Context: an optimization exercise on an open-source flow, tuned for small area and a short achievable clock period. The choices shown serve that exercise and are no tape-out recipe.
No run shown here included a check of the RTL's function; only the layout flow was run.
No driver is modelled on the clock port, so clocking that relies on it looks cheaper here than on a real chip.
No activity file was given, so power comes from the tool's default toggle rates.

==> flow/design.v <==
module rrc_filter #(
	parameter WIDTH = 9
)(
	input logic clk,
	input logic rst,
	input logic signed [WIDTH-1:0] filter_in,
	output logic signed [WIDTH-1:0] filter_out
);
  logic [8:0] sr0, sr1, sr2, sr3, sr4, sr5, sr6, sr7, sr8, sr9, sr10, sr11, sr12, sr13, sr14, sr15, sr16, sr17, sr18, sr19, sr20, sr21, sr22, sr23, sr24, sr25, sr26, sr27;
  always_ff @(posedge clk or posedge rst) begin
    if (rst) begin
      sr0 <= 9'h000;
      sr1 <= 9'h000;
      sr2 <= 9'h000;
      sr3 <= 9'h000;
      sr4 <= 9'h000;
      sr5 <= 9'h000;
      sr6 <= 9'h000;
      sr7 <= 9'h000;
      sr8 <= 9'h000;
      sr9 <= 9'h000;
      sr10 <= 9'h000;
      sr11 <= 9'h000;
      sr12 <= 9'h000;
      sr13 <= 9'h000;
      sr14 <= 9'h000;
      sr15 <= 9'h000;
      sr16 <= 9'h000;
      sr17 <= 9'h000;
      sr18 <= 9'h000;
      sr19 <= 9'h000;
      sr20 <= 9'h000;
      sr21 <= 9'h000;
      sr22 <= 9'h000;
      sr23 <= 9'h000;
      sr24 <= 9'h000;
      sr25 <= 9'h000;
      sr26 <= 9'h000;
      sr27 <= 9'h000;
    end else begin
      sr0 <= filter_in;
      sr1 <= sr0;
      sr2 <= sr1;
      sr3 <= sr2;
      sr4 <= sr3;
      sr5 <= sr4;
      sr6 <= sr5;
      sr7 <= sr6;
      sr8 <= sr7;
      sr9 <= sr8;
      sr10 <= sr9;
      sr11 <= sr10;
      sr12 <= sr11;
      sr13 <= sr12;
      sr14 <= sr13;
      sr15 <= sr14;
      sr16 <= sr15;
      sr17 <= sr16;
      sr18 <= sr17;
      sr19 <= sr18;
      sr20 <= sr19;
      sr21 <= sr20;
      sr22 <= sr21;
      sr23 <= sr22;
      sr24 <= sr23;
      sr25 <= sr24;
      sr26 <= sr25;
      sr27 <= sr26;
    end
  end
  logic [9:0] t0;
  always_ff @(posedge clk or posedge rst) begin
    if (rst) t0 <= 10'd392;
    else t0 <= 10'd392 - {{1{filter_in[8]}}, filter_in};
  end
  logic [9:0] pv0;
  always_ff @(posedge clk or posedge rst) begin
    if (rst) pv0 <= 10'd0;
    else pv0 <= {sr11[8], sr11} + {sr13[8], sr13};
  end
  logic [27:0] cs3;
  logic [33:0] cs2;
  logic [34:0] cs1;
  wire n1 = ~sr26[0];
  wire s2, c3;
  rrc_fa u3 (.a(sr24[0]), .b(sr27[0]), .ci(n1), .s(s2), .co(c3));
  wire s4, c5;
  rrc_fa u5 (.a(sr16[0]), .b(sr18[0]), .ci(sr20[0]), .s(s4), .co(c5));
  wire s6, c7;
  rrc_fa u7 (.a(sr21[0]), .b(sr24[1]), .ci(sr27[1]), .s(s6), .co(c7));
  wire s8, c9;
  rrc_fa u9 (.a(sr23[0]), .b(sr26[1]), .ci(s4), .s(s8), .co(c9));
  wire n10 = ~s8;
  wire s11, c12;
  rrc_fa u12 (.a(c3), .b(s6), .ci(n10), .s(s11), .co(c12));
  wire s13, c14;
  rrc_fa u14 (.a(sr15[0]), .b(sr16[1]), .ci(sr18[1]), .s(s13), .co(c14));
  wire s15, c16;
  rrc_fa u16 (.a(sr20[1]), .b(sr23[1]), .ci(sr26[2]), .s(s15), .co(c16));
  wire s17, c18;
  rrc_fa u18 (.a(sr21[1]), .b(sr24[2]), .ci(sr27[2]), .s(s17), .co(c18));
  wire s19, c20;
  rrc_fa u20 (.a(c5), .b(s13), .ci(s15), .s(s19), .co(c20));
  wire n21 = ~c9;
  wire s22, c23;
  rrc_fa u23 (.a(c7), .b(s17), .ci(n21), .s(s22), .co(c23));
  wire n24 = ~s19;
  wire s25, c26;
  rrc_fa u26 (.a(n24), .b(c12), .ci(s22), .s(s25), .co(c26));
  wire s27, c28;
  rrc_fa u28 (.a(sr15[1]), .b(sr16[0]), .ci(sr16[2]), .s(s27), .co(c28));
  wire s29, c30;
  rrc_fa u30 (.a(sr17[0]), .b(sr18[2]), .ci(sr20[2]), .s(s29), .co(c30));
  wire s31, c32;
  rrc_fa u32 (.a(sr18[0]), .b(sr21[2]), .ci(sr24[3]), .s(s31), .co(c32));
  wire n33 = ~sr27[3];
  wire s34, c35;
  rrc_fa u35 (.a(sr23[2]), .b(sr26[3]), .ci(n33), .s(s34), .co(c35));
  wire s36, c37;
  rrc_fa u37 (.a(c14), .b(c16), .ci(s27), .s(s36), .co(c37));
  wire n38 = ~s29;
  wire s39, c40;
  rrc_fa u40 (.a(c18), .b(s31), .ci(n38), .s(s39), .co(c40));
  wire s41, c42;
  rrc_fa u42 (.a(s34), .b(c20), .ci(s36), .s(s41), .co(c42));
  wire n43 = ~s41;
  wire s44, c45;
  rrc_fa u45 (.a(s39), .b(c23), .ci(n43), .s(s44), .co(c45));
  wire s46, c47;
  rrc_fa u47 (.a(sr15[2]), .b(sr16[1]), .ci(sr16[3]), .s(s46), .co(c47));
  wire s48, c49;
  rrc_fa u49 (.a(sr17[1]), .b(sr18[3]), .ci(sr20[3]), .s(s48), .co(c49));
  wire s50, c51;
  rrc_fa u51 (.a(sr18[1]), .b(sr21[3]), .ci(sr24[4]), .s(s50), .co(c51));
  wire n52 = ~sr27[4];
  wire s53, c54;
  rrc_fa u54 (.a(sr23[3]), .b(sr26[4]), .ci(n52), .s(s53), .co(c54));
  wire s55, c56;
  rrc_fa u56 (.a(c28), .b(c30), .ci(c35), .s(s55), .co(c56));
  wire s57, c58;
  rrc_fa u58 (.a(s46), .b(s48), .ci(s53), .s(s57), .co(c58));
  wire s59, c60;
  rrc_fa u60 (.a(c32), .b(s50), .ci(c40), .s(s59), .co(c60));
  wire s61, c62;
  rrc_fa u62 (.a(c37), .b(s55), .ci(s57), .s(s61), .co(c62));
  wire n63 = ~s59;
  wire s64, c65;
  rrc_fa u65 (.a(c42), .b(n63), .ci(s61), .s(s64), .co(c65));
  wire s66, c67;
  rrc_fa u67 (.a(sr15[3]), .b(sr16[2]), .ci(sr16[4]), .s(s66), .co(c67));
  wire s68, c69;
  rrc_fa u69 (.a(sr17[2]), .b(sr18[4]), .ci(sr20[4]), .s(s68), .co(c69));
  wire s70, c71;
  rrc_fa u71 (.a(sr15[0]), .b(sr18[2]), .ci(sr21[4]), .s(s70), .co(c71));
  wire n72 = ~sr24[5];
  wire s73, c74;
  rrc_fa u74 (.a(sr23[4]), .b(sr26[5]), .ci(n72), .s(s73), .co(c74));
  wire s75, c76;
  rrc_fa u76 (.a(c47), .b(c49), .ci(c54), .s(s75), .co(c76));
  wire s77, c78;
  rrc_fa u78 (.a(sr27[5]), .b(c51), .ci(s70), .s(s77), .co(c78));
  wire s79, c80;
  rrc_fa u80 (.a(s66), .b(s68), .ci(s73), .s(s79), .co(c80));
  wire s81, c82;
  rrc_fa u82 (.a(c56), .b(c58), .ci(s75), .s(s81), .co(c82));
  wire n83 = ~s79;
  wire s84, c85;
  rrc_fa u85 (.a(s77), .b(n83), .ci(c60), .s(s84), .co(c85));
  wire s86, c87;
  rrc_fa u87 (.a(c62), .b(s81), .ci(c65), .s(s86), .co(c87));
  wire s88, c89;
  rrc_fa u89 (.a(sr15[4]), .b(sr16[3]), .ci(sr16[5]), .s(s88), .co(c89));
  wire s90, c91;
  rrc_fa u91 (.a(sr17[3]), .b(sr18[5]), .ci(sr20[5]), .s(s90), .co(c91));
  wire s92, c93;
  rrc_fa u93 (.a(sr15[1]), .b(sr18[3]), .ci(sr21[5]), .s(s92), .co(c93));
  wire n94 = ~sr24[6];
  wire s95, c96;
  rrc_fa u96 (.a(sr23[5]), .b(sr26[6]), .ci(n94), .s(s95), .co(c96));
  wire s97, c98;
  rrc_fa u98 (.a(c67), .b(c69), .ci(c74), .s(s97), .co(c98));
  wire s99, c100;
  rrc_fa u100 (.a(sr27[6]), .b(c71), .ci(s92), .s(s99), .co(c100));
  wire s101, c102;
  rrc_fa u102 (.a(s88), .b(s90), .ci(s95), .s(s101), .co(c102));
  wire s103, c104;
  rrc_fa u104 (.a(c76), .b(c80), .ci(s97), .s(s103), .co(c104));
  wire n105 = ~s101;
  wire s106, c107;
  rrc_fa u107 (.a(c78), .b(s99), .ci(n105), .s(s106), .co(c107));
  wire n108 = ~s106;
  wire s109, c110;
  rrc_fa u110 (.a(c82), .b(s103), .ci(n108), .s(s109), .co(c110));
  wire s111, c112;
  rrc_fa u112 (.a(sr15[5]), .b(sr16[4]), .ci(sr16[6]), .s(s111), .co(c112));
  wire s113, c114;
  rrc_fa u114 (.a(sr17[4]), .b(sr18[6]), .ci(sr20[6]), .s(s113), .co(c114));
  wire s115, c116;
  rrc_fa u116 (.a(sr15[2]), .b(sr18[4]), .ci(sr21[6]), .s(s115), .co(c116));
  wire n117 = ~sr24[7];
  wire s118, c119;
  rrc_fa u119 (.a(sr23[6]), .b(sr26[7]), .ci(n117), .s(s118), .co(c119));
  wire s120, c121;
  rrc_fa u121 (.a(c89), .b(c91), .ci(c96), .s(s120), .co(c121));
  wire s122, c123;
  rrc_fa u123 (.a(sr27[7]), .b(c93), .ci(s115), .s(s122), .co(c123));
  wire s124, c125;
  rrc_fa u125 (.a(s111), .b(s113), .ci(s118), .s(s124), .co(c125));
  wire s126, c127;
  rrc_fa u127 (.a(c98), .b(c102), .ci(s120), .s(s126), .co(c127));
  wire n128 = ~s124;
  wire s129, c130;
  rrc_fa u130 (.a(c100), .b(s122), .ci(n128), .s(s129), .co(c130));
  wire n131 = ~c107;
  wire s132, c133;
  rrc_fa u133 (.a(c104), .b(s126), .ci(n131), .s(s132), .co(c133));
  wire s134, c135;
  rrc_fa u135 (.a(sr15[6]), .b(sr16[5]), .ci(sr16[7]), .s(s134), .co(c135));
  wire s136, c137;
  rrc_fa u137 (.a(sr17[5]), .b(sr18[7]), .ci(sr20[7]), .s(s136), .co(c137));
  wire s138, c139;
  rrc_fa u139 (.a(sr23[7]), .b(sr24[8]), .ci(sr27[8]), .s(s138), .co(c139));
  wire s140, c141;
  rrc_fa u141 (.a(sr15[3]), .b(sr18[5]), .ci(sr21[7]), .s(s140), .co(c141));
  wire s142, c143;
  rrc_fa u143 (.a(c112), .b(c114), .ci(c119), .s(s142), .co(c143));
  wire s144, c145;
  rrc_fa u145 (.a(sr26[8]), .b(c116), .ci(s140), .s(s144), .co(c145));
  wire s146, c147;
  rrc_fa u147 (.a(s134), .b(s136), .ci(s138), .s(s146), .co(c147));
  wire s148, c149;
  rrc_fa u149 (.a(c121), .b(c125), .ci(s142), .s(s148), .co(c149));
  wire n150 = ~s146;
  wire s151, c152;
  rrc_fa u152 (.a(c123), .b(s144), .ci(n150), .s(s151), .co(c152));
  wire n153 = ~c130;
  wire s154, c155;
  rrc_fa u155 (.a(c127), .b(s148), .ci(n153), .s(s154), .co(c155));
  wire n156 = ~s151;
  wire s157, c158;
  rrc_fa u158 (.a(n156), .b(c133), .ci(s154), .s(s157), .co(c158));
  wire s159, c160;
  rrc_fa u160 (.a(sr15[7]), .b(sr16[6]), .ci(sr17[6]), .s(s159), .co(c160));
  wire s161, c162;
  rrc_fa u162 (.a(sr15[4]), .b(sr16[8]), .ci(sr18[6]), .s(s161), .co(c162));
  wire s163, c164;
  rrc_fa u164 (.a(sr18[8]), .b(sr20[8]), .ci(sr23[8]), .s(s163), .co(c164));
  wire s165, c166;
  rrc_fa u166 (.a(sr21[8]), .b(c135), .ci(c137), .s(s165), .co(c166));
  wire s167, c168;
  rrc_fa u168 (.a(c141), .b(s161), .ci(s163), .s(s167), .co(c168));
  wire s169, c170;
  rrc_fa u170 (.a(c139), .b(s159), .ci(c143), .s(s169), .co(c170));
  wire n171 = ~c145;
  wire s172, c173;
  rrc_fa u173 (.a(c147), .b(s165), .ci(n171), .s(s172), .co(c173));
  wire n174 = ~s167;
  wire s175, c176;
  rrc_fa u176 (.a(n174), .b(s169), .ci(c149), .s(s175), .co(c176));
  wire n177 = ~c152;
  wire s178, c179;
  rrc_fa u179 (.a(s172), .b(n177), .ci(s175), .s(s178), .co(c179));
  wire s180, c181;
  rrc_fa u181 (.a(sr15[5]), .b(sr15[8]), .ci(sr18[7]), .s(s180), .co(c181));
  wire s182, c183;
  rrc_fa u183 (.a(sr16[7]), .b(sr17[7]), .ci(c160), .s(s182), .co(c183));
  wire s184, c185;
  rrc_fa u185 (.a(c162), .b(c164), .ci(s180), .s(s184), .co(c185));
  wire n186 = ~c168;
  wire s187, c188;
  rrc_fa u188 (.a(c166), .b(s182), .ci(n186), .s(s187), .co(c188));
  wire n189 = ~s184;
  wire s190, c191;
  rrc_fa u191 (.a(n189), .b(c170), .ci(c173), .s(s190), .co(c191));
  wire s192, c193;
  rrc_fa u193 (.a(s187), .b(c176), .ci(s190), .s(s192), .co(c193));
  wire s194, c195;
  rrc_fa u195 (.a(sr15[6]), .b(sr16[8]), .ci(sr17[8]), .s(s194), .co(c195));
  wire n196 = ~sr18[8];
  wire s197, c198;
  rrc_fa u198 (.a(n196), .b(c181), .ci(s194), .s(s197), .co(c198));
  wire n199 = ~c183;
  wire s200, c201;
  rrc_fa u201 (.a(n199), .b(c185), .ci(s197), .s(s200), .co(c201));
  wire n202 = ~s200;
  wire s203, c204;
  rrc_fa u204 (.a(c188), .b(n202), .ci(c191), .s(s203), .co(c204));
  wire s205, c206;
  rrc_fa u206 (.a(sr15[7]), .b(c195), .ci(c198), .s(s205), .co(c206));
  wire n207 = ~cs3[1];
  wire s208, c209;
  rrc_fa u209 (.a(sr11[0]), .b(sr15[0]), .ci(n207), .s(s208), .co(c209));
  wire s210, c211;
  rrc_fa u211 (.a(sr11[1]), .b(sr13[0]), .ci(sr15[1]), .s(s210), .co(c211));
  wire n212 = ~c209;
  wire s213, c214;
  rrc_fa u214 (.a(cs3[2]), .b(pv0[2]), .ci(n212), .s(s213), .co(c214));
  wire s215, c216;
  rrc_fa u216 (.a(sr8[0]), .b(sr11[2]), .ci(sr13[1]), .s(s215), .co(c216));
  wire s217, c218;
  rrc_fa u218 (.a(cs3[3]), .b(cs3[4]), .ci(pv0[3]), .s(s217), .co(c218));
  wire s219, c220;
  rrc_fa u220 (.a(sr15[2]), .b(c211), .ci(s215), .s(s219), .co(c220));
  wire n221 = ~s219;
  wire s222, c223;
  rrc_fa u223 (.a(s217), .b(c214), .ci(n221), .s(s222), .co(c223));
  wire s224, c225;
  rrc_fa u225 (.a(cs3[6]), .b(sr8[1]), .ci(sr11[3]), .s(s224), .co(c225));
  wire s226, c227;
  rrc_fa u227 (.a(cs3[5]), .b(sr11[0]), .ci(sr15[0]), .s(s226), .co(c227));
  wire n228 = ~pv0[0];
  wire s229, c230;
  rrc_fa u230 (.a(sr13[2]), .b(sr15[3]), .ci(n228), .s(s229), .co(c230));
  wire s231, c232;
  rrc_fa u232 (.a(pv0[4]), .b(c218), .ci(s226), .s(s231), .co(c232));
  wire s233, c234;
  rrc_fa u234 (.a(c216), .b(s224), .ci(s229), .s(s233), .co(c234));
  wire n235 = ~s231;
  wire s236, c237;
  rrc_fa u237 (.a(c220), .b(s233), .ci(n235), .s(s236), .co(c237));
  wire s238, c239;
  rrc_fa u239 (.a(cs3[8]), .b(sr8[2]), .ci(sr11[4]), .s(s238), .co(c239));
  wire s240, c241;
  rrc_fa u241 (.a(cs3[7]), .b(sr11[1]), .ci(sr15[1]), .s(s240), .co(c241));
  wire n242 = ~pv0[1];
  wire s243, c244;
  rrc_fa u244 (.a(sr13[3]), .b(sr15[4]), .ci(n242), .s(s243), .co(c244));
  wire s245, c246;
  rrc_fa u246 (.a(c225), .b(c230), .ci(s238), .s(s245), .co(c246));
  wire s247, c248;
  rrc_fa u248 (.a(pv0[5]), .b(c227), .ci(s240), .s(s247), .co(c248));
  wire s249, c250;
  rrc_fa u250 (.a(s243), .b(c234), .ci(s245), .s(s249), .co(c250));
  wire n251 = ~c237;
  wire s252, c253;
  rrc_fa u253 (.a(c232), .b(s247), .ci(n251), .s(s252), .co(c253));
  wire s254, c255;
  rrc_fa u255 (.a(cs3[10]), .b(cs3[11]), .ci(sr8[3]), .s(s254), .co(c255));
  wire s256, c257;
  rrc_fa u257 (.a(sr11[5]), .b(sr13[0]), .ci(sr13[4]), .s(s256), .co(c257));
  wire s258, c259;
  rrc_fa u259 (.a(cs3[9]), .b(sr11[2]), .ci(sr15[2]), .s(s258), .co(c259));
  wire n260 = ~sr15[5];
  wire s261, c262;
  rrc_fa u262 (.a(pv0[2]), .b(pv0[6]), .ci(n260), .s(s261), .co(c262));
  wire s263, c264;
  rrc_fa u264 (.a(c239), .b(c244), .ci(s254), .s(s263), .co(c264));
  wire s265, c266;
  rrc_fa u266 (.a(c241), .b(s258), .ci(s261), .s(s265), .co(c266));
  wire s267, c268;
  rrc_fa u268 (.a(s256), .b(c246), .ci(s263), .s(s267), .co(c268));
  wire n269 = ~c250;
  wire s270, c271;
  rrc_fa u271 (.a(c248), .b(s265), .ci(n269), .s(s270), .co(c271));
  wire n272 = ~s267;
  wire s273, c274;
  rrc_fa u274 (.a(n272), .b(c253), .ci(s270), .s(s273), .co(c274));
  wire s275, c276;
  rrc_fa u276 (.a(cs3[13]), .b(cs3[14]), .ci(sr8[4]), .s(s275), .co(c276));
  wire s277, c278;
  rrc_fa u278 (.a(sr11[6]), .b(sr13[0]), .ci(sr13[1]), .s(s277), .co(c278));
  wire s279, c280;
  rrc_fa u280 (.a(sr13[5]), .b(sr15[6]), .ci(pv0[0]), .s(s279), .co(c280));
  wire s281, c282;
  rrc_fa u282 (.a(cs3[12]), .b(sr11[3]), .ci(sr15[3]), .s(s281), .co(c282));
  wire s283, c284;
  rrc_fa u284 (.a(pv0[3]), .b(pv0[7]), .ci(c259), .s(s283), .co(c284));
  wire s285, c286;
  rrc_fa u286 (.a(c255), .b(c257), .ci(s275), .s(s285), .co(c286));
  wire n287 = ~c262;
  wire s288, c289;
  rrc_fa u289 (.a(n287), .b(s277), .ci(s279), .s(s288), .co(c289));
  wire s290, c291;
  rrc_fa u291 (.a(s281), .b(s283), .ci(c266), .s(s290), .co(c291));
  wire s292, c293;
  rrc_fa u293 (.a(c264), .b(s285), .ci(s288), .s(s292), .co(c293));
  wire n294 = ~s290;
  wire s295, c296;
  rrc_fa u296 (.a(c268), .b(n294), .ci(s292), .s(s295), .co(c296));
  wire s297, c298;
  rrc_fa u298 (.a(cs3[15]), .b(sr8[5]), .ci(sr11[7]), .s(s297), .co(c298));
  wire s299, c300;
  rrc_fa u300 (.a(sr13[1]), .b(sr13[2]), .ci(sr13[6]), .s(s299), .co(c300));
  wire s301, c302;
  rrc_fa u302 (.a(sr11[4]), .b(sr15[4]), .ci(pv0[4]), .s(s301), .co(c302));
  wire n303 = ~pv0[8];
  wire s304, c305;
  rrc_fa u305 (.a(sr15[7]), .b(pv0[1]), .ci(n303), .s(s304), .co(c305));
  wire s306, c307;
  rrc_fa u307 (.a(c276), .b(c278), .ci(c280), .s(s306), .co(c307));
  wire s308, c309;
  rrc_fa u309 (.a(s297), .b(s299), .ci(s304), .s(s308), .co(c309));
  wire s310, c311;
  rrc_fa u311 (.a(c282), .b(s301), .ci(c284), .s(s310), .co(c311));
  wire s312, c313;
  rrc_fa u313 (.a(c286), .b(c289), .ci(s306), .s(s312), .co(c313));
  wire n314 = ~s308;
  wire s315, c316;
  rrc_fa u316 (.a(n314), .b(s310), .ci(c291), .s(s315), .co(c316));
  wire s317, c318;
  rrc_fa u318 (.a(c293), .b(s312), .ci(c296), .s(s317), .co(c318));
  wire s319, c320;
  rrc_fa u320 (.a(cs3[16]), .b(cs3[17]), .ci(cs3[18]), .s(s319), .co(c320));
  wire s321, c322;
  rrc_fa u322 (.a(sr8[6]), .b(sr13[2]), .ci(sr13[3]), .s(s321), .co(c322));
  wire s323, c324;
  rrc_fa u324 (.a(sr13[7]), .b(pv0[2]), .ci(pv0[9]), .s(s323), .co(c324));
  wire s325, c326;
  rrc_fa u326 (.a(sr11[5]), .b(sr11[8]), .ci(sr15[5]), .s(s325), .co(c326));
  wire s327, c328;
  rrc_fa u328 (.a(sr15[8]), .b(pv0[5]), .ci(c302), .s(s327), .co(c328));
  wire s329, c330;
  rrc_fa u330 (.a(c298), .b(c300), .ci(c305), .s(s329), .co(c330));
  wire s331, c332;
  rrc_fa u332 (.a(s319), .b(s321), .ci(s323), .s(s331), .co(c332));
  wire s333, c334;
  rrc_fa u334 (.a(c307), .b(c309), .ci(s329), .s(s333), .co(c334));
  wire n335 = ~s331;
  wire s336, c337;
  rrc_fa u337 (.a(s325), .b(s327), .ci(n335), .s(s336), .co(c337));
  wire n338 = ~c311;
  wire s339, c340;
  rrc_fa u340 (.a(n338), .b(c313), .ci(s333), .s(s339), .co(c340));
  wire n341 = ~s339;
  wire s342, c343;
  rrc_fa u343 (.a(s336), .b(c316), .ci(n341), .s(s342), .co(c343));
  wire s344, c345;
  rrc_fa u345 (.a(cs3[19]), .b(cs3[20]), .ci(sr8[7]), .s(s344), .co(c345));
  wire s346, c347;
  rrc_fa u347 (.a(sr13[3]), .b(sr13[4]), .ci(pv0[3]), .s(s346), .co(c347));
  wire s348, c349;
  rrc_fa u349 (.a(sr11[6]), .b(sr13[8]), .ci(sr15[6]), .s(s348), .co(c349));
  wire s350, c351;
  rrc_fa u351 (.a(c320), .b(c322), .ci(c324), .s(s350), .co(c351));
  wire s352, c353;
  rrc_fa u353 (.a(pv0[6]), .b(c326), .ci(s348), .s(s352), .co(c353));
  wire s354, c355;
  rrc_fa u355 (.a(s344), .b(s346), .ci(c330), .s(s354), .co(c355));
  wire n356 = ~c328;
  wire s357, c358;
  rrc_fa u358 (.a(n356), .b(c332), .ci(s350), .s(s357), .co(c358));
  wire n359 = ~s352;
  wire s360, c361;
  rrc_fa u361 (.a(n359), .b(s354), .ci(c334), .s(s360), .co(c361));
  wire s362, c363;
  rrc_fa u363 (.a(s357), .b(c340), .ci(s360), .s(s362), .co(c363));
  wire s364, c365;
  rrc_fa u365 (.a(cs3[21]), .b(cs3[22]), .ci(sr13[4]), .s(s364), .co(c365));
  wire s366, c367;
  rrc_fa u367 (.a(sr8[8]), .b(sr11[7]), .ci(sr15[7]), .s(s366), .co(c367));
  wire n368 = ~pv0[7];
  wire s369, c370;
  rrc_fa u370 (.a(sr13[5]), .b(pv0[4]), .ci(n368), .s(s369), .co(c370));
  wire s371, c372;
  rrc_fa u372 (.a(c345), .b(c347), .ci(s364), .s(s371), .co(c372));
  wire n373 = ~s369;
  wire s374, c375;
  rrc_fa u375 (.a(c349), .b(s366), .ci(n373), .s(s374), .co(c375));
  wire n376 = ~c353;
  wire s377, c378;
  rrc_fa u378 (.a(c351), .b(n376), .ci(s371), .s(s377), .co(c378));
  wire n379 = ~s374;
  wire s380, c381;
  rrc_fa u381 (.a(n379), .b(c355), .ci(c358), .s(s380), .co(c381));
  wire s382, c383;
  rrc_fa u383 (.a(s377), .b(c361), .ci(s380), .s(s382), .co(c383));
  wire s384, c385;
  rrc_fa u385 (.a(cs3[25]), .b(sr11[8]), .ci(sr13[5]), .s(s384), .co(c385));
  wire s386, c387;
  rrc_fa u387 (.a(sr13[6]), .b(sr15[8]), .ci(pv0[5]), .s(s386), .co(c387));
  wire s388, c389;
  rrc_fa u389 (.a(cs3[23]), .b(cs3[24]), .ci(pv0[8]), .s(s388), .co(c389));
  wire s390, c391;
  rrc_fa u391 (.a(c365), .b(c370), .ci(s384), .s(s390), .co(c391));
  wire n392 = ~s386;
  wire s393, c394;
  rrc_fa u394 (.a(c367), .b(s388), .ci(n392), .s(s393), .co(c394));
  wire n395 = ~c375;
  wire s396, c397;
  rrc_fa u397 (.a(c372), .b(s390), .ci(n395), .s(s396), .co(c397));
  wire n398 = ~s393;
  wire s399, c400;
  rrc_fa u400 (.a(n398), .b(c378), .ci(s396), .s(s399), .co(c400));
  wire s401, c402;
  rrc_fa u402 (.a(cs3[26]), .b(sr13[6]), .ci(sr13[7]), .s(s401), .co(c402));
  wire n403 = ~cs3[27];
  wire s404, c405;
  rrc_fa u405 (.a(pv0[6]), .b(pv0[9]), .ci(n403), .s(s404), .co(c405));
  wire s406, c407;
  rrc_fa u407 (.a(c385), .b(c387), .ci(s401), .s(s406), .co(c407));
  wire n408 = ~c389;
  wire s409, c410;
  rrc_fa u410 (.a(n408), .b(s404), .ci(c391), .s(s409), .co(c410));
  wire s411, c412;
  rrc_fa u412 (.a(s406), .b(s409), .ci(c397), .s(s411), .co(c412));
  wire n413 = ~c394;
  wire s414, c415;
  rrc_fa u415 (.a(n413), .b(c400), .ci(s411), .s(s414), .co(c415));
  wire n416 = ~sr13[8];
  wire s417, c418;
  rrc_fa u418 (.a(sr13[7]), .b(pv0[7]), .ci(n416), .s(s417), .co(c418));
  wire s419, c420;
  rrc_fa u420 (.a(c402), .b(c405), .ci(s417), .s(s419), .co(c420));
  wire s421, c422;
  rrc_fa u422 (.a(c407), .b(s419), .ci(c410), .s(s421), .co(c422));
  wire n423 = ~sr13[8];
  wire s424, c425;
  rrc_fa u425 (.a(pv0[8]), .b(n423), .ci(c418), .s(s424), .co(c425));
  wire s426, c427;
  rrc_fa u427 (.a(c420), .b(s424), .ci(c422), .s(s426), .co(c427));
  wire n428 = ~pv0[9];
  wire s429, c430;
  rrc_fa u430 (.a(n428), .b(c425), .ci(c427), .s(s429), .co(c430));
  wire s431, c432;
  rrc_fa u432 (.a(cs2[0]), .b(cs2[1]), .ci(sr2[0]), .s(s431), .co(c432));
  wire s433, c434;
  rrc_fa u434 (.a(cs2[3]), .b(sr0[1]), .ci(sr3[0]), .s(s433), .co(c434));
  wire s435, c436;
  rrc_fa u436 (.a(sr6[0]), .b(sr8[0]), .ci(sr10[0]), .s(s435), .co(c436));
  wire s437, c438;
  rrc_fa u438 (.a(cs2[2]), .b(sr2[1]), .ci(sr5[0]), .s(s437), .co(c438));
  wire n439 = ~c432;
  wire s440, c441;
  rrc_fa u441 (.a(n439), .b(s433), .ci(s435), .s(s440), .co(c441));
  wire s442, c443;
  rrc_fa u443 (.a(cs2[4]), .b(sr0[2]), .ci(sr3[1]), .s(s442), .co(c443));
  wire s444, c445;
  rrc_fa u445 (.a(sr6[1]), .b(sr8[1]), .ci(sr10[1]), .s(s444), .co(c445));
  wire s446, c447;
  rrc_fa u447 (.a(cs2[5]), .b(sr2[2]), .ci(sr5[1]), .s(s446), .co(c447));
  wire s448, c449;
  rrc_fa u449 (.a(sr11[0]), .b(c434), .ci(c436), .s(s448), .co(c449));
  wire n450 = ~c438;
  wire s451, c452;
  rrc_fa u452 (.a(n450), .b(s442), .ci(s444), .s(s451), .co(c452));
  wire n453 = ~s446;
  wire s454, c455;
  rrc_fa u455 (.a(n453), .b(c441), .ci(s448), .s(s454), .co(c455));
  wire s456, c457;
  rrc_fa u457 (.a(sr0[3]), .b(sr3[2]), .ci(sr6[2]), .s(s456), .co(c457));
  wire s458, c459;
  rrc_fa u459 (.a(sr8[2]), .b(sr10[0]), .ci(sr10[2]), .s(s458), .co(c459));
  wire s460, c461;
  rrc_fa u461 (.a(cs2[6]), .b(sr2[3]), .ci(sr5[2]), .s(s460), .co(c461));
  wire s462, c463;
  rrc_fa u463 (.a(sr11[1]), .b(c443), .ci(c445), .s(s462), .co(c463));
  wire s464, c465;
  rrc_fa u465 (.a(sr8[0]), .b(c447), .ci(s460), .s(s464), .co(c465));
  wire s466, c467;
  rrc_fa u467 (.a(s456), .b(s458), .ci(c449), .s(s466), .co(c467));
  wire n468 = ~s464;
  wire s469, c470;
  rrc_fa u470 (.a(c452), .b(s462), .ci(n468), .s(s469), .co(c470));
  wire s471, c472;
  rrc_fa u472 (.a(s466), .b(c455), .ci(s469), .s(s471), .co(c472));
  wire s473, c474;
  rrc_fa u474 (.a(cs2[8]), .b(sr0[4]), .ci(sr3[3]), .s(s473), .co(c474));
  wire s475, c476;
  rrc_fa u476 (.a(sr6[3]), .b(sr8[3]), .ci(sr10[1]), .s(s475), .co(c476));
  wire s477, c478;
  rrc_fa u478 (.a(cs2[7]), .b(sr2[4]), .ci(sr5[3]), .s(s477), .co(c478));
  wire n479 = ~sr8[1];
  wire s480, c481;
  rrc_fa u481 (.a(sr10[3]), .b(sr11[2]), .ci(n479), .s(s480), .co(c481));
  wire s482, c483;
  rrc_fa u483 (.a(c457), .b(c459), .ci(s473), .s(s482), .co(c483));
  wire n484 = ~s475;
  wire s485, c486;
  rrc_fa u486 (.a(c461), .b(s477), .ci(n484), .s(s485), .co(c486));
  wire s487, c488;
  rrc_fa u488 (.a(s480), .b(c463), .ci(s482), .s(s487), .co(c488));
  wire n489 = ~c467;
  wire s490, c491;
  rrc_fa u491 (.a(c465), .b(s485), .ci(n489), .s(s490), .co(c491));
  wire n492 = ~s490;
  wire s493, c494;
  rrc_fa u494 (.a(c470), .b(s487), .ci(n492), .s(s493), .co(c494));
  wire s495, c496;
  rrc_fa u496 (.a(cs2[9]), .b(sr0[5]), .ci(sr3[4]), .s(s495), .co(c496));
  wire s497, c498;
  rrc_fa u498 (.a(sr6[4]), .b(sr8[4]), .ci(sr10[2]), .s(s497), .co(c498));
  wire s499, c500;
  rrc_fa u500 (.a(cs2[10]), .b(sr2[5]), .ci(sr5[4]), .s(s499), .co(c500));
  wire n501 = ~sr10[4];
  wire s502, c503;
  rrc_fa u503 (.a(sr8[2]), .b(sr11[0]), .ci(n501), .s(s502), .co(c503));
  wire s504, c505;
  rrc_fa u505 (.a(sr11[3]), .b(c474), .ci(c476), .s(s504), .co(c505));
  wire s506, c507;
  rrc_fa u507 (.a(c481), .b(s495), .ci(s497), .s(s506), .co(c507));
  wire s508, c509;
  rrc_fa u509 (.a(c478), .b(s499), .ci(s502), .s(s508), .co(c509));
  wire s510, c511;
  rrc_fa u511 (.a(c483), .b(s504), .ci(s506), .s(s510), .co(c511));
  wire n512 = ~c488;
  wire s513, c514;
  rrc_fa u514 (.a(c486), .b(s508), .ci(n512), .s(s513), .co(c514));
  wire n515 = ~s510;
  wire s516, c517;
  rrc_fa u517 (.a(n515), .b(c491), .ci(s513), .s(s516), .co(c517));
  wire s518, c519;
  rrc_fa u519 (.a(sr0[6]), .b(sr3[5]), .ci(sr6[5]), .s(s518), .co(c519));
  wire s520, c521;
  rrc_fa u521 (.a(sr8[5]), .b(sr10[3]), .ci(sr10[5]), .s(s520), .co(c521));
  wire s522, c523;
  rrc_fa u523 (.a(cs2[11]), .b(sr2[6]), .ci(sr5[5]), .s(s522), .co(c523));
  wire n524 = ~sr11[4];
  wire s525, c526;
  rrc_fa u526 (.a(sr8[3]), .b(sr11[1]), .ci(n524), .s(s525), .co(c526));
  wire s527, c528;
  rrc_fa u528 (.a(c496), .b(c498), .ci(s518), .s(s527), .co(c528));
  wire s529, c530;
  rrc_fa u530 (.a(c500), .b(c503), .ci(s522), .s(s529), .co(c530));
  wire n531 = ~s525;
  wire s532, c533;
  rrc_fa u533 (.a(s520), .b(n531), .ci(c505), .s(s532), .co(c533));
  wire n534 = ~c509;
  wire s535, c536;
  rrc_fa u536 (.a(c507), .b(n534), .ci(s527), .s(s535), .co(c536));
  wire n537 = ~s529;
  wire s538, c539;
  rrc_fa u539 (.a(n537), .b(s532), .ci(c511), .s(s538), .co(c539));
  wire n540 = ~c514;
  wire s541, c542;
  rrc_fa u542 (.a(s535), .b(n540), .ci(s538), .s(s541), .co(c542));
  wire s543, c544;
  rrc_fa u544 (.a(cs2[13]), .b(sr0[7]), .ci(sr3[6]), .s(s543), .co(c544));
  wire s545, c546;
  rrc_fa u546 (.a(sr6[6]), .b(sr8[6]), .ci(sr10[4]), .s(s545), .co(c546));
  wire s547, c548;
  rrc_fa u548 (.a(cs2[12]), .b(cs2[14]), .ci(sr2[7]), .s(s547), .co(c548));
  wire s549, c550;
  rrc_fa u550 (.a(sr5[6]), .b(sr8[4]), .ci(sr11[2]), .s(s549), .co(c550));
  wire s551, c552;
  rrc_fa u552 (.a(sr10[6]), .b(sr11[5]), .ci(c519), .s(s551), .co(c552));
  wire s553, c554;
  rrc_fa u554 (.a(c523), .b(c526), .ci(s547), .s(s553), .co(c554));
  wire s555, c556;
  rrc_fa u556 (.a(c521), .b(s543), .ci(s545), .s(s555), .co(c556));
  wire s557, c558;
  rrc_fa u558 (.a(s549), .b(c530), .ci(s553), .s(s557), .co(c558));
  wire s559, c560;
  rrc_fa u560 (.a(c528), .b(s551), .ci(s555), .s(s559), .co(c560));
  wire s561, c562;
  rrc_fa u562 (.a(c533), .b(c536), .ci(s559), .s(s561), .co(c562));
  wire n563 = ~s557;
  wire s564, c565;
  rrc_fa u565 (.a(n563), .b(c539), .ci(s561), .s(s564), .co(c565));
  wire s566, c567;
  rrc_fa u567 (.a(cs2[16]), .b(sr2[8]), .ci(sr3[7]), .s(s566), .co(c567));
  wire s568, c569;
  rrc_fa u569 (.a(sr6[7]), .b(sr8[7]), .ci(sr10[5]), .s(s568), .co(c569));
  wire s570, c571;
  rrc_fa u571 (.a(cs2[15]), .b(sr0[8]), .ci(sr5[7]), .s(s570), .co(c571));
  wire n572 = ~sr10[7];
  wire s573, c574;
  rrc_fa u574 (.a(sr8[5]), .b(sr11[3]), .ci(n572), .s(s573), .co(c574));
  wire s575, c576;
  rrc_fa u576 (.a(sr11[6]), .b(c544), .ci(c546), .s(s575), .co(c576));
  wire s577, c578;
  rrc_fa u578 (.a(c548), .b(c550), .ci(s570), .s(s577), .co(c578));
  wire n579 = ~s573;
  wire s580, c581;
  rrc_fa u581 (.a(s566), .b(s568), .ci(n579), .s(s580), .co(c581));
  wire s582, c583;
  rrc_fa u583 (.a(c552), .b(c556), .ci(s575), .s(s582), .co(c583));
  wire n584 = ~s580;
  wire s585, c586;
  rrc_fa u586 (.a(c554), .b(s577), .ci(n584), .s(s585), .co(c586));
  wire n587 = ~c558;
  wire s588, c589;
  rrc_fa u589 (.a(c560), .b(n587), .ci(s582), .s(s588), .co(c589));
  wire n590 = ~s585;
  wire s591, c592;
  rrc_fa u592 (.a(n590), .b(c562), .ci(s588), .s(s591), .co(c592));
  wire s593, c594;
  rrc_fa u594 (.a(cs2[17]), .b(sr5[8]), .ci(sr10[6]), .s(s593), .co(c594));
  wire s595, c596;
  rrc_fa u596 (.a(cs2[18]), .b(sr3[8]), .ci(sr6[8]), .s(s595), .co(c596));
  wire s597, c598;
  rrc_fa u598 (.a(sr8[6]), .b(sr8[8]), .ci(sr10[8]), .s(s597), .co(c598));
  wire s599, c600;
  rrc_fa u600 (.a(sr11[7]), .b(c567), .ci(c569), .s(s599), .co(c600));
  wire s601, c602;
  rrc_fa u602 (.a(sr11[4]), .b(c571), .ci(c574), .s(s601), .co(c602));
  wire n603 = ~s593;
  wire s604, c605;
  rrc_fa u605 (.a(s595), .b(s597), .ci(n603), .s(s604), .co(c605));
  wire s606, c607;
  rrc_fa u607 (.a(c576), .b(s599), .ci(c581), .s(s606), .co(c607));
  wire s608, c609;
  rrc_fa u609 (.a(c578), .b(s601), .ci(s604), .s(s608), .co(c609));
  wire n610 = ~c586;
  wire s611, c612;
  rrc_fa u612 (.a(c583), .b(s606), .ci(n610), .s(s611), .co(c612));
  wire s613, c614;
  rrc_fa u614 (.a(cs2[19]), .b(cs2[21]), .ci(sr8[7]), .s(s613), .co(c614));
  wire n615 = ~sr11[5];
  wire s616, c617;
  rrc_fa u617 (.a(cs2[20]), .b(sr10[7]), .ci(n615), .s(s616), .co(c617));
  wire s618, c619;
  rrc_fa u619 (.a(sr11[8]), .b(c596), .ci(c598), .s(s618), .co(c619));
  wire n620 = ~s613;
  wire s621, c622;
  rrc_fa u622 (.a(c594), .b(s616), .ci(n620), .s(s621), .co(c622));
  wire s623, c624;
  rrc_fa u624 (.a(c602), .b(s618), .ci(c605), .s(s623), .co(c624));
  wire s625, c626;
  rrc_fa u626 (.a(c600), .b(s621), .ci(c607), .s(s625), .co(c626));
  wire n627 = ~s625;
  wire s628, c629;
  rrc_fa u629 (.a(c609), .b(s623), .ci(n627), .s(s628), .co(c629));
  wire s630, c631;
  rrc_fa u631 (.a(cs2[22]), .b(cs2[23]), .ci(sr8[8]), .s(s630), .co(c631));
  wire s632, c633;
  rrc_fa u633 (.a(sr10[8]), .b(sr11[6]), .ci(c614), .s(s632), .co(c633));
  wire n634 = ~c619;
  wire s635, c636;
  rrc_fa u636 (.a(c617), .b(s630), .ci(n634), .s(s635), .co(c636));
  wire n637 = ~c622;
  wire s638, c639;
  rrc_fa u639 (.a(s632), .b(n637), .ci(c624), .s(s638), .co(c639));
  wire n640 = ~s638;
  wire s641, c642;
  rrc_fa u642 (.a(s635), .b(c626), .ci(n640), .s(s641), .co(c642));
  wire s643, c644;
  rrc_fa u644 (.a(cs2[24]), .b(cs2[25]), .ci(cs2[26]), .s(s643), .co(c644));
  wire n645 = ~sr11[7];
  wire s646, c647;
  rrc_fa u647 (.a(n645), .b(c631), .ci(s643), .s(s646), .co(c647));
  wire n648 = ~c633;
  wire s649, c650;
  rrc_fa u650 (.a(n648), .b(s646), .ci(c636), .s(s649), .co(c650));
  wire s651, c652;
  rrc_fa u652 (.a(cs2[27]), .b(sr11[8]), .ci(c644), .s(s651), .co(c652));
  wire s653, c654;
  rrc_fa u654 (.a(c647), .b(s651), .ci(c650), .s(s653), .co(c654));
  wire s655, c656;
  rrc_fa u656 (.a(cs2[28]), .b(cs2[29]), .ci(cs2[30]), .s(s655), .co(c656));
  wire s657, c658;
  rrc_fa u658 (.a(s655), .b(c652), .ci(c654), .s(s657), .co(c658));
  wire n659 = ~cs1[1];
  wire n660 = ~cs1[2];
  wire n661 = ~cs1[10];
  wire n662 = ~cs1[11];
  wire n663 = ~cs1[17];
  wire n664 = ~cs1[22];
  wire n665 = ~cs1[23];
  wire n666 = ~cs1[25];
  wire s667, c668;
  rrc_ha u668 (.a(cs1[18]), .b(cs1[19]), .s(s667), .co(c668));
  wire s669, c670;
  rrc_ha u670 (.a(cs1[20]), .b(t0[9]), .s(s669), .co(c670));
  wire s671, c672;
  rrc_fa1 u672 (.a(cs1[21]), .b(n664), .s(s671), .co(c672));
  wire s673, c674;
  rrc_ha u674 (.a(cs1[0]), .b(t0[0]), .s(s673), .co(c674));
  wire s675, c676;
  rrc_fa u676 (.a(cs1[3]), .b(t0[1]), .ci(n660), .s(s675), .co(c676));
  wire s677, c678;
  rrc_fa u678 (.a(cs1[4]), .b(cs1[5]), .ci(t0[2]), .s(s677), .co(c678));
  wire s679, c680;
  rrc_ha u680 (.a(cs1[6]), .b(t0[3]), .s(s679), .co(c680));
  wire s681, c682;
  rrc_fa u682 (.a(cs1[7]), .b(cs1[8]), .ci(t0[4]), .s(s681), .co(c682));
  wire s683, c684;
  rrc_fa u684 (.a(cs1[9]), .b(t0[5]), .ci(n661), .s(s683), .co(c684));
  wire s685, c686;
  rrc_fa u686 (.a(cs1[12]), .b(t0[6]), .ci(n662), .s(s685), .co(c686));
  wire s687, c688;
  rrc_fa u688 (.a(cs1[13]), .b(cs1[14]), .ci(t0[7]), .s(s687), .co(c688));
  wire s689, c690;
  rrc_fa u690 (.a(cs1[15]), .b(cs1[16]), .ci(t0[8]), .s(s689), .co(c690));
  wire s691, c692;
  rrc_fa u692 (.a(n663), .b(s667), .ci(s669), .s(s691), .co(c692));
  wire s693, c694;
  rrc_fa u694 (.a(c668), .b(c670), .ci(s671), .s(s693), .co(c694));
  wire s695, c696;
  rrc_fa u696 (.a(cs1[24]), .b(n665), .ci(c672), .s(s695), .co(c696));
  wire s697, c698;
  rrc_fa u698 (.a(cs1[26]), .b(cs1[27]), .ci(n666), .s(s697), .co(c698));
  wire n699 = ~cs1[28];
  wire n700 = ~cs1[29];
  wire s701, c702;
  rrc_fa u702 (.a(cs1[30]), .b(cs1[31]), .ci(cs1[32]), .s(s701), .co(c702));
  wire n703 = ~cs1[33];
  always_ff @(posedge clk or posedge rst) begin
    if (rst) cs3 <= 28'b0000111010101100010100011011;
    else cs3 <= {c206, sr15[8], c204, s205, c201, s203, c193, s192, c179, c158, s178, c155, s157, s132, c110, s129, c87, s109, c85, s86, s84, s64, c45, s44, c26, s25, s11, s2};
  end
  always_ff @(posedge clk or posedge rst) begin
    if (rst) cs2 <= 34'b1000001110110001011010110101100001;
    else cs2 <= {c430, s429, s426, c415, c412, s421, s414, c383, s399, c381, s382, c363, c343, s362, c337, s342, c318, s317, s315, c274, s295, c271, s273, s252, s249, s236, c223, s222, s213, s210, s208, pv0[1], pv0[0], cs3[0]};
  end
  always_ff @(posedge clk or posedge rst) begin
    if (rst) cs1 <= 35'b10000111100100010011001100100011010;
    else cs1 <= {cs2[33], cs2[32], c658, c656, cs2[31], s657, s653, c642, s649, c639, s641, c629, s628, c612, c592, s611, c589, s608, s591, c565, s564, c542, s541, c517, s516, c494, s493, c472, s471, s454, s451, s440, s437, s431, sr0[0]};
  end
  wire [18:0] fa_ = {1'b1, cs1[34], n703, s701, n700, n699, s697, s695, s693, s691, s689, s687, s685, s683, s681, s679, s677, s675, n659};
  wire [18:0] fb_ = {1'b0, cs1[33], c702, cs1[29], cs1[28], c698, c696, c694, c692, c690, c688, c686, c684, c682, c680, c678, c676, c674, s673};
  wire [18:0] sum_ = fa_ + fb_;
  wire ovf_ = (sum_[18] != sum_[16]) || (sum_[17] != sum_[16]);
  wire [8:0] y_ = ovf_ ? (sum_[18] ? 9'h100 : 9'h0ff) : sum_[16:8];
  always_ff @(posedge clk or posedge rst) begin
    if (rst) filter_out <= 9'd0;
    else filter_out <= y_;
  end
endmodule
module rrc_fa (input logic a, input logic b, input logic ci, output logic s, output logic co);
  assign s = a ^ b ^ ci;
  assign co = (a & b) | (a & ci) | (b & ci);
endmodule
module rrc_carry8 (input logic [7:0] a, input logic [7:0] b, output logic co);
  wire [8:0] t = {1'b0, a} + {1'b0, b};
  assign co = t[8];
endmodule
module rrc_hsat (input logic [10:0] a, input logic [10:0] b, input logic ci, output logic [8:0] y);
  wire [11:0] t2 = {a, ci} + {b, ci};
  wire [10:0] t = t2[11:1];
  wire ovf = (t[10] != t[8]) || (t[9] != t[8]);
  assign y = ovf ? (t[10] ? 9'h100 : 9'h0ff) : t[8:0];
endmodule
module rrc_fa1 (input logic a, input logic b, output logic s, output logic co);
  assign s = ~(a ^ b);
  assign co = a | b;
endmodule
module rrc_ha (input logic a, input logic b, output logic s, output logic co);
  assign s = a ^ b;
  assign co = a & b;
endmodule
==> flow/flow/run.sh <==
#!/bin/bash
# Own layout flow: the standard ORFS flow (standard.sh, unchanged synthesis), with
#  - timing repair aimed below the design's period (SETUP_SLACK_MARGIN; the SDC is unchanged),
#  - port buffers of a normal buffer cell rather than the smallest one,
#  - after CTS, the clock port drives the tree's second level directly (flow/flatten_clock_root.tcl).
# Each step's full log is kept by ORFS under orfs/logs/; make's own output goes to flow.log.
set -uo pipefail
here=$(pwd)
bash standard.sh SETUP_SLACK_MARGIN=7.3 "BUFFER_PORTS_ARGS=-buffer_cell sky130_fd_sc_hd__buf_4" \
  "POST_CTS_TCL=$here/flow/flatten_clock_root.tcl" finish > flow.log 2>&1
==> flow/flow/flatten_clock_root.tcl <==
set block [ord::get_db_block]
set clknet [$block findNet clk]
set roots {}
foreach it [$clknet getITerms] {
  if {[$it isInputSignal]} { lappend roots [$it getInst] }
}
puts "flatten_clock_root: clock port feeds [llength $roots] cell(s)"
if {[llength $roots] == 1} {
  set root [lindex $roots 0]
  set master [[$root getMaster] getName]
  set out {}
  foreach it [$root getITerms] {
    if {[$it isOutputSignal]} { set out [$it getNet] }
  }
  set loads {}
  foreach it [$out getITerms] {
    if {[$it isInputSignal]} { lappend loads $it }
  }
  puts "flatten_clock_root: root [$root getName] ($master) drives [llength $loads] cell(s)"
  if {[llength $loads] <= 4 && [llength $loads] > 0} {
    foreach it $loads {
      set inst [$it getInst]
      set pin [$it getMTerm]
      set pname "[$inst getName]/[$pin getName]"
      disconnect_pin [$out getName] $pname
      connect_pin clk $pname
    }
    set rname [$root getName]
    set oname [$out getName]
    delete_instance $rname
    delete_net $oname
    puts "flatten_clock_root: removed $rname"
    estimate_parasitics -placement
    report_clock_latency
  }
}
==> flow/standard.sh <==
#!/bin/bash
# synth_recipe.tcl (not shown) runs the flow's synth.tcl, then flattens the netlist and writes it again
# the make line also repeats each setting of config.mk as NAME=value (left out here)
make -C /OpenROAD-flow-scripts/flow DESIGN_CONFIG=/design/flow/config.mk WORK_HOME=/design/flow/orfs CLKGATE_MAP_FILE= SYNTH_SCRIPT=/design/flow/synth_recipe.tcl "${@:-finish}"
==> flow/config.mk <==
export PLATFORM = sky130hd
export DESIGN_NAME = rrc_filter
export DESIGN_NICKNAME = rrc_filter
export VERILOG_FILES = /design/flow/design.v
export SDC_FILE = /design/flow/constraint.sdc
export NUM_CORES = 4
export LEC_CHECK = 0
export ABC_CLOCK_PERIOD_IN_PS = 800
export CAP_MARGIN = 20
export CORE_MARGIN = 2
export CORE_UTILIZATION = 70
export CTS_BUF_LIST = sky130_fd_sc_hd__clkbuf_16
export CTS_CLUSTER_DIAMETER = 80
export CTS_CLUSTER_SIZE = 30
export PLACE_DENSITY = 0.75
export SLEW_MARGIN = 20
export SYNTH_HIERARCHICAL = 1
==> flow/constraint.sdc <==
create_clock -name core_clock -period 10.5 [get_ports {clk}]
set_input_delay 2.1000 -clock core_clock [delete_from_list [all_inputs] [get_ports {clk}]]
set_output_delay 2.1000 -clock core_clock [all_outputs]
set_load 0.01 [all_outputs]
==> summary.md, run 1 <==
| Metric | Value |
|---|---|
| Die Height | 161 µm |
| Critical Path, Cell by Cell | fa_1 > fa_1 > fa_1 > fa_1 > fa_1 |
| Pwr per Cell Area | 329 nW/µm² |
| Avg Cell Area, Syn | 17.8 µm² |
| Hold Fails Final Rpt | 0 |
| Number of enable flip-flop cells after synthesis | 0 |
| Final ANT Viol Nets | 0 |
| R2R depth | 5 |
| R2r setup slk | 7.38 ns |
| RSZ-0062 raised after global routing | no |
| Cells after synthesis | 969 |
| Arr. time, crit path | 3.45 ns |
| First-pass iteration count of the detailed router | 4 |
| Crit-path most repeated cell | fa_1 |
| TritonCTS clock tree | yes |
| CP max FO | 5 |
| Most frequent cells after synthesis | dfrtp_1, fa_1, inv_1 |
| Pin count of the biggest net entering global routing | 90 |
| Total track usage | 0.248 |
| Worst Setup SP | sr15[3] |
| Drt drc | 0 |
| Syn Nets | 1308 |
| Kind of critical path | reg -> reg |
| Setup Viol. Count Final | 0 |
| Die width | 161 µm |
| R2R Path End | cs3[15] |
| Slowest-stage cell, CP | dfrtp_1 |
| Layout cells sized above 1 | 0.133 |
| DR vias | 7386 |
| Fin util | 0.760 |
| Rel. slew slack | 0.390 |
| Max Clk Rate | 321 MHz |
| Worst r2r src | sr15[3] |
| Core Box Area | 24200 µm² |
| Syn Std Cell Area | 17300 µm² |
| Critical Path End Type | register |
| Port Buf Inserts | 19 |
| Sink Count | 375 |
| Post-DP HPWL | 22.3 mm |
| Area Overhead vs Synth | 6.70% |
| Yosys cell types | 50 |
| Primary FF master, synth | dfrtp_1 |
| Initial core utilization | 0.712 |
| Critical Path Max Stage Delay | 0.64 ns |
| CP Data Required Time | 10.83 ns |
| Slew @ Worst Pin | 0.915 ns |
| # diodes | 0 |
| Yosys reg bits | 375 |
| Post-synth top area share | 0.475 |
| Total global routing overflow | 0 |
| Worst Hold Class | reg -> reg |
| Area leader, netlist | dfrtp_1 |
| Vias in the first global route | 8814 |
| GP Congestion | 0.859 |
| Routed len/inst | 21.3 µm |
| Initial antenna violation count | 0 |
| Clock Latency Late Sink | 0.38 ns |
| LEAKAGE | 8.12 nW |
| Worst path depth | 5 |
| WHS | 0.339 ns |
| Clock skew | 0.0236 ns |
| Result of the run | timing/DRC/antenna clean |
| Iter 0 DRT Violations | 518 |
| Ys async rst share | 1.00 |
| Hold Path Depth | 0 |
| Ports | 20 |
| First-pass GRT wire length | 48.3 mm |
| Area contributors post-synth | dfrtp_1, fa_1, dfstp_2 |
| Pins Over Slew Limit | 0 |
| Crit path to | cs3[15] |
| Setup TNS | 0 ns |
| Crit path time final | 3.12 ns |
| Worst Setup Start Kind | register |
| Worst vdd ir | 0.322 mV |
| Die area | 25900 µm² |
| Post-synthesis sequential area ratio | 0.547 |
| WP buf/inv | 0 |
| Synth warnings | 7 |
| Final wirelength | 28.8 mm |
| CP delay by family, top | adder cells |
| Final period util | 0.297 |
| Via-per-instance ratio | 5.47 |
| Clock-pin slew on the worst setup and hold paths | 0.11 ns |
| FP Rows | 57 |
| Max Cap Viol | 0 |
| Final #Nets | 1356 |
| Most frequent cell after synthesis | dfrtp_1 |
==> area by class of cell <==
type / instances / area [µm²]
multi-input combinational: 474 / 7400
timing repair buffer: 32 / 262
inverter: 119 / 450
fill: 1396 / 5830
sequential: 375 / 9460
tap: 324 / 405
clock buffer: 16 / 400
clock inverter: 10 / 45.0
==> cells by family (layout without fill, tap and decap cells) <==
group           count (synthesis)  in the layout  synth area share
mux                             1              1          0.000580
simple gates                   51             51            0.0159
flops                         375            375             0.547
fa+ha+maj                     328            328             0.366
xor+xnor                       21             22            0.0117
buf+inv                       121            177            0.0265
compound gates                 72             72            0.0319
==> per-module statistics from Yosys (local to each module, per instance) <==
module / times used / cells inside
rrc_fa: 295 / 1
rrc_fa1: 1 / 5
rrc_filter: 1 / 665
rrc_ha: 4 / 1
==> how the worst min path moves through the flow <==
stage	start	endpoint	slack (ns)
after floorplan	cs2[31]	cs1[30]	0.33
after global placement	sr9[6]	sr10[6]	0.33
after detailed placement	sr9[6]	sr10[6]	0.33
after global routing	sr4[7]	sr5[7]	0.36
final	sr4[7]	sr5[7]	0.34
==> registers in the layout, indices dropped and copies added (netlist names), 10 cells and up <==
register,flops
cs1,34
cs2,34
cs3,28
pv0,10
==> worst register-to-register path, cell delays in order, from the launching register on <==
cell and delay, ns:
dfrtp_1 0.64, fa_1 0.51, fa_1 0.47, fa_1 0.46, fa_1 0.48, fa_1 0.52
==> placed cells by master, fill, tap and decap left out, types with 2 or more instances in the layout <==
master	instances
buf_4	28
fa_1	296
dfstp_2	47
xor2_1	11
clkbuf_16	16
o21bai_1	3
a21oi_1	21
o21ai_2	2
nand2b_1	2
and2_1	2
dfrtp_2	11
nand2_1	17
nor2_1	12
o211ai_1	2
a211oi_2	2
dfrtp_1	317
buf_6	2
a21o_1	5
nand3_1	4
a21oi_2	6
nor3_1	3
clkinv_2	2
inv_1	124
ha_1	31
o21a_1	4
nand4_1	2
o21ai_0	4
xnor2_1	9
o21ai_1	7
a21boi_0	2
==> layer usage <==
metal	vias to the layer above	track usage	wire length, µm
met5	-	0	0
li1	3085	-	-
met3	46	0.0280	823
met2	116	0.408	14700
met4	0	0.0572	716
met1	4139	0.375	12600
==> report_power, final <==
| group | switching, mW | total (mW) | leakage (nW) | internal (mW) |
|---|---|---|---|---|
| Sequential | 0.184 | 2.04 | 4.31 | 1.86 |
| Clock | 0.415 | 0.698 | 0.243 | 0.283 |
| Combinational | 1.86 | 3.33 | 3.57 | 1.47 |
| Total | 2.46 | 6.07 | 8.12 | 3.61 |
==> stage by stage <==
stage | total power [mW] | worst slack [ns] | instance area (µm²) | cells
2_1_floorplan | 4.46 | 3.40 | 17300 | 969
3_3_place_gp | 5.15 | 6.56 | 17800 | 1315
3_5_place_dp | 5.33 | 6.47 | 17800 | 1315
5_1_grt | 6.66 | 7.29 | 18400 | 1350
6_report | 6.07 | 7.38 | 18400 | 1350
==> inputs of run 2 (changes only) <==
--- a/flow/flow/run.sh
+++ b/flow/flow/run.sh
@@ -8,3 +8,3 @@
 here=$(pwd)
-bash standard.sh SETUP_SLACK_MARGIN=7.3 "BUFFER_PORTS_ARGS=-buffer_cell sky130_fd_sc_hd__buf_4" \
+bash standard.sh SETUP_SLACK_MARGIN=7.4 "BUFFER_PORTS_ARGS=-buffer_cell sky130_fd_sc_hd__buf_4" \
   "POST_CTS_TCL=$here/flow/flatten_clock_root.tcl" finish > flow.log 2>&1
==> run 2 against run 1 <==
Largest cell class unchanged. Global-route usage up 0.15 points. Power up 3.0%. Cell area up 1.6%. Highest routed layer unchanged. Sequential power about the same.
==> summary.md, run 2 <==
| Metric | Value |
|---|---|
| Syn Std Cell Area | 17300 µm² (unchanged) |
| Pins Over Slew Limit | 0 (unchanged) |
| Primary FF master, synth | dfrtp_1 |
| Ports | 20 (unchanged) |
| First-pass GRT wire length | 48.5 mm (+0.50%) |
| Die width | 161 µm (unchanged) |
| Synth warnings | 7 (unchanged) |
| Post-synth top area share | 0.475 (unchanged) |
| Ys async rst share | 1.00 (unchanged) |
| Critical Path End Type | register |
| Layout cells sized above 1 | 0.169 (+0.0365) |
| Max Cap Viol | 0 (unchanged) |
| WP buf/inv | 2 (+2) |
| Max Clk Rate | 328 MHz (+2.2%) |
| CP Data Required Time | 10.83 ns (about the same) |
| Pwr per Cell Area | 334 nW/µm² (+1.4%) |
| Setup Viol. Count Final | 0 (unchanged) |
| Critical Path Max Stage Delay | 0.52 ns (-0.12 ns) |
| Commonest non-fill, non-tap cell in the layout | dfrtp_1 |
| Setup TNS | 0 ns (unchanged) |
| Post-DP HPWL | 22.3 mm (unchanged) |
| Vias in the first global route | 8817 (+0.034%) |
| Clock Latency Late Sink | 0.38 ns (about the same) |
| Largest regs | cs1 (34), cs2 (34), cs3 (28) |
| Syn Nets | 1308 (unchanged) |
| FP Rows | 57 (unchanged) |
| Kind of critical path | reg -> reg |
| Die area | 25900 µm² (unchanged) |
| Sink Count | 375 (unchanged) |
| Worst Setup Start Kind | register |
| Hold Fails Final Rpt | 0 (unchanged) |
| Total global routing overflow | 0 (unchanged) |
| Final #Nets | 1371 (+1.1%) |
| Worst vdd ir | 0.329 mV (+2.1%) |
| Rel. slew slack | 0.390 (about the same) |
| Clock-pin slew on the worst setup and hold paths | 0.11 ns (about the same) |
| Initial core utilization | 0.712 (unchanged) |
| Core Box Area | 24200 µm² (unchanged) |
| CP delay by family, top | adder cells |
| Final period util | 0.290 (-0.00647) |
| Crit path time final | 3.05 ns (-0.0679 ns) |
| Design area | 18700 µm² (+1.6%) |
| CP max FO | 3 (-2) |
| TritonCTS clock tree | yes |
| Placed cell areas | 17800 µm² (unchanged) |
| Worst Hold Class | reg -> reg |
| Most frequent cells in the layout | dfrtp_1, fa_1, inv_1, dfstp_2, buf_4 |
| Port Buf Inserts | 19 (unchanged) |
| Via-per-instance ratio | 5.45 (-0.40%) |
| Crit-path most repeated cell | fa_1 |
| Most frequent cell after synthesis | dfrtp_1 |
| Clock skew | 0.0223 ns (-0.00129 ns) |
| Final ANT Viol Nets | 0 (unchanged) |
| Post-synthesis sequential area ratio | 0.547 (unchanged) |
| Most frequent cells after synthesis | dfrtp_1, fa_1, inv_1 |
| GP Congestion | 0.859 (unchanged) |
| First-pass iteration count of the detailed router | 6 (+2) |
| Result of the run | timing/DRC/antenna clean |
| Iter 0 DRT Violations | 489 (-5.6%) |
| Drt drc | 0 (unchanged) |
| # diodes | 0 (unchanged) |
| Cells after synthesis | 969 (unchanged) |
| Initial antenna violation count | 0 (unchanged) |
| Total power | 6.25 mW (+3.0%) |
| Total track usage | 0.249 (+0.00151) |
| Slew @ Worst Pin | 0.915 ns (+0.000245 ns) |
| Final wirelength | 29.3 mm (+1.9%) |
| Area leader, netlist | dfrtp_1 |
| Critical Path, Cell by Cell | buf_12 > fa_1 > fa_2 > fa_1 > fa_1 > inv_1 > fa_1 |
| Pin count of the biggest net entering global routing | 90 (unchanged) |
| Die Height | 161 µm (unchanged) |
| Arr. time, crit path | 3.38 ns (-0.07 ns) |
| LEAKAGE | 8.20 nW (+0.92%) |
| RSZ-0062 raised after global routing | yes |
| Yosys cell types | 50 (unchanged) |
| Area contributors post-synth | dfrtp_1, fa_1, dfstp_2 |
| Avg Cell Area, Syn | 17.8 µm² (unchanged) |
| Number of enable flip-flop cells after synthesis | 0 (unchanged) |
| Yosys reg bits | 375 (unchanged) |
| DR vias | 7438 (+0.70%) |
| Slowest-stage cell, CP | fa_1 |
| Area Overhead vs Synth | 8.39% |
| Fin util | 0.772 (+0.0120) |
| Routed len/inst | 21.5 µm (+0.77%) |
run 2: cell counts after synthesis:
No cell type changed its count.
run 2: path summary, 6_finish.rpt:
kind | start | end | slack [ns] | depth (start not counted)
hold / removal | sr4[7] | sr5[7] | 0.34 | 0
max in group asynchronous | rst | cs1[27] | 7.66 | 4
hold reg to reg | sr4[7] | sr5[7] | 0.34 | 0
setup / recovery | sr13[5] | cs2[18] | 7.45 | 7
setup reg to reg | sr13[5] | cs2[18] | 7.45 | 7
min in group asynchronous | rst | pv0[5] | 1.91 | 3
run 2: routing by layer:
layer  GRT usage  up-vias  wire (µm)
met3      0.0272       39        785
met4      0.0548        0        576
met5           0        -          0
li1            -     3113          -
met2       0.412      106      15200
met1       0.377     4180      12800
run 2: worst reg2reg max path, delay by kind of cell, from the launching register on:
family | cells | cell delay (ns)
buffers and inverters | 2 | 0.20
adders and majority gates | 5 | 2.32
DFF | 1 | 0.48
run 2: metrics by stage:
step                instances  worst slack, ns  hold slack [ns]
floorplan                 969             3.40            0.331
global placement         1315             6.56            0.331
detailed placement       1315             6.47            0.335
global route             1365             7.38            0.363
finish                   1365             7.45            0.342
run 2: cell type report:
class,instances,area [µm²]
inverters,119,450
flip-flops and latches,375,9480
clock buffers,16,400
well taps,324,405
clock inverters,10,45.0
fillers,1357,5540
multi-input cells,475,7510
repair buffers,46,423
run 2: report_power, final:
| part | switching [mW] | internal, mW | leakage (nW) | total (mW) |
|---|---|---|---|---|
| logic | 1.96 | 1.56 | 3.66 | 3.51 |
| registers | 0.185 | 1.86 | 4.30 | 2.04 |
| clock network | 0.413 | 0.283 | 0.243 | 0.696 |
run 2: kinds of logic (layout without fill, tap and decap cells):
kind of cell             after synthesis  after routing  share of synthesized area
flip-flops                           375            375                      0.547
adder cells (fa/ha/maj)              328            328                      0.366
buffers and inverters                121            191                     0.0265
AO/OA/AOI/OAI                         72             73                     0.0319
AND/OR/NAND/NOR                       51             51                     0.0159
XOR/XNOR                              21             22                     0.0117
multiplexers                           1              1                   0.000580
run 2: Yosys stat by module, one instance, submodules excluded:
module / copies in the design / cells / cell area (µm²)
rrc_fa: 295 / 1 / 20.0
rrc_ha: 4 / 1 / 12.5
rrc_fa1: 1 / 5 / 27.5
rrc_filter: 1 / 665 / 11300

[static timing again, ports no longer ideal]
The flow's constraints put no driver on any port. The routed layouts listed below were extracted and timed again, unchanged, in two steps. Step 1 assumes that a clkbuf_16 drives the clock port and a buf_2 every other input. Step 2 times the ports against the registers' clock, not the clock port: input delays grow and output delays shrink by t, the midpoint of the rising clock arrivals with the driver on. a / b / c = ideal / step 1 / step 2; a / b = the first two.
run | t (ns) | slack for setup (ns) | hold slack, ns | latest minus earliest clock arrival (ns) | pins driven straight from the clock port
run 1 | 0.437 | 7.382 / 7.382 / 7.114 | 0.339 / 0.339 / 0.339 | 0.030 / 0.030 | 2
run 2 | 0.436 | 7.450 / 7.450 / 7.138 | 0.342 / 0.342 / 0.342 | 0.028 / 0.029 | 2
After both steps setup and hold are still met in every run listed. The setup slack of run 2, which loses most, moves by 0.000 ns with the drivers and by -0.312 ns with both steps. Setup slack includes reset recovery checks.
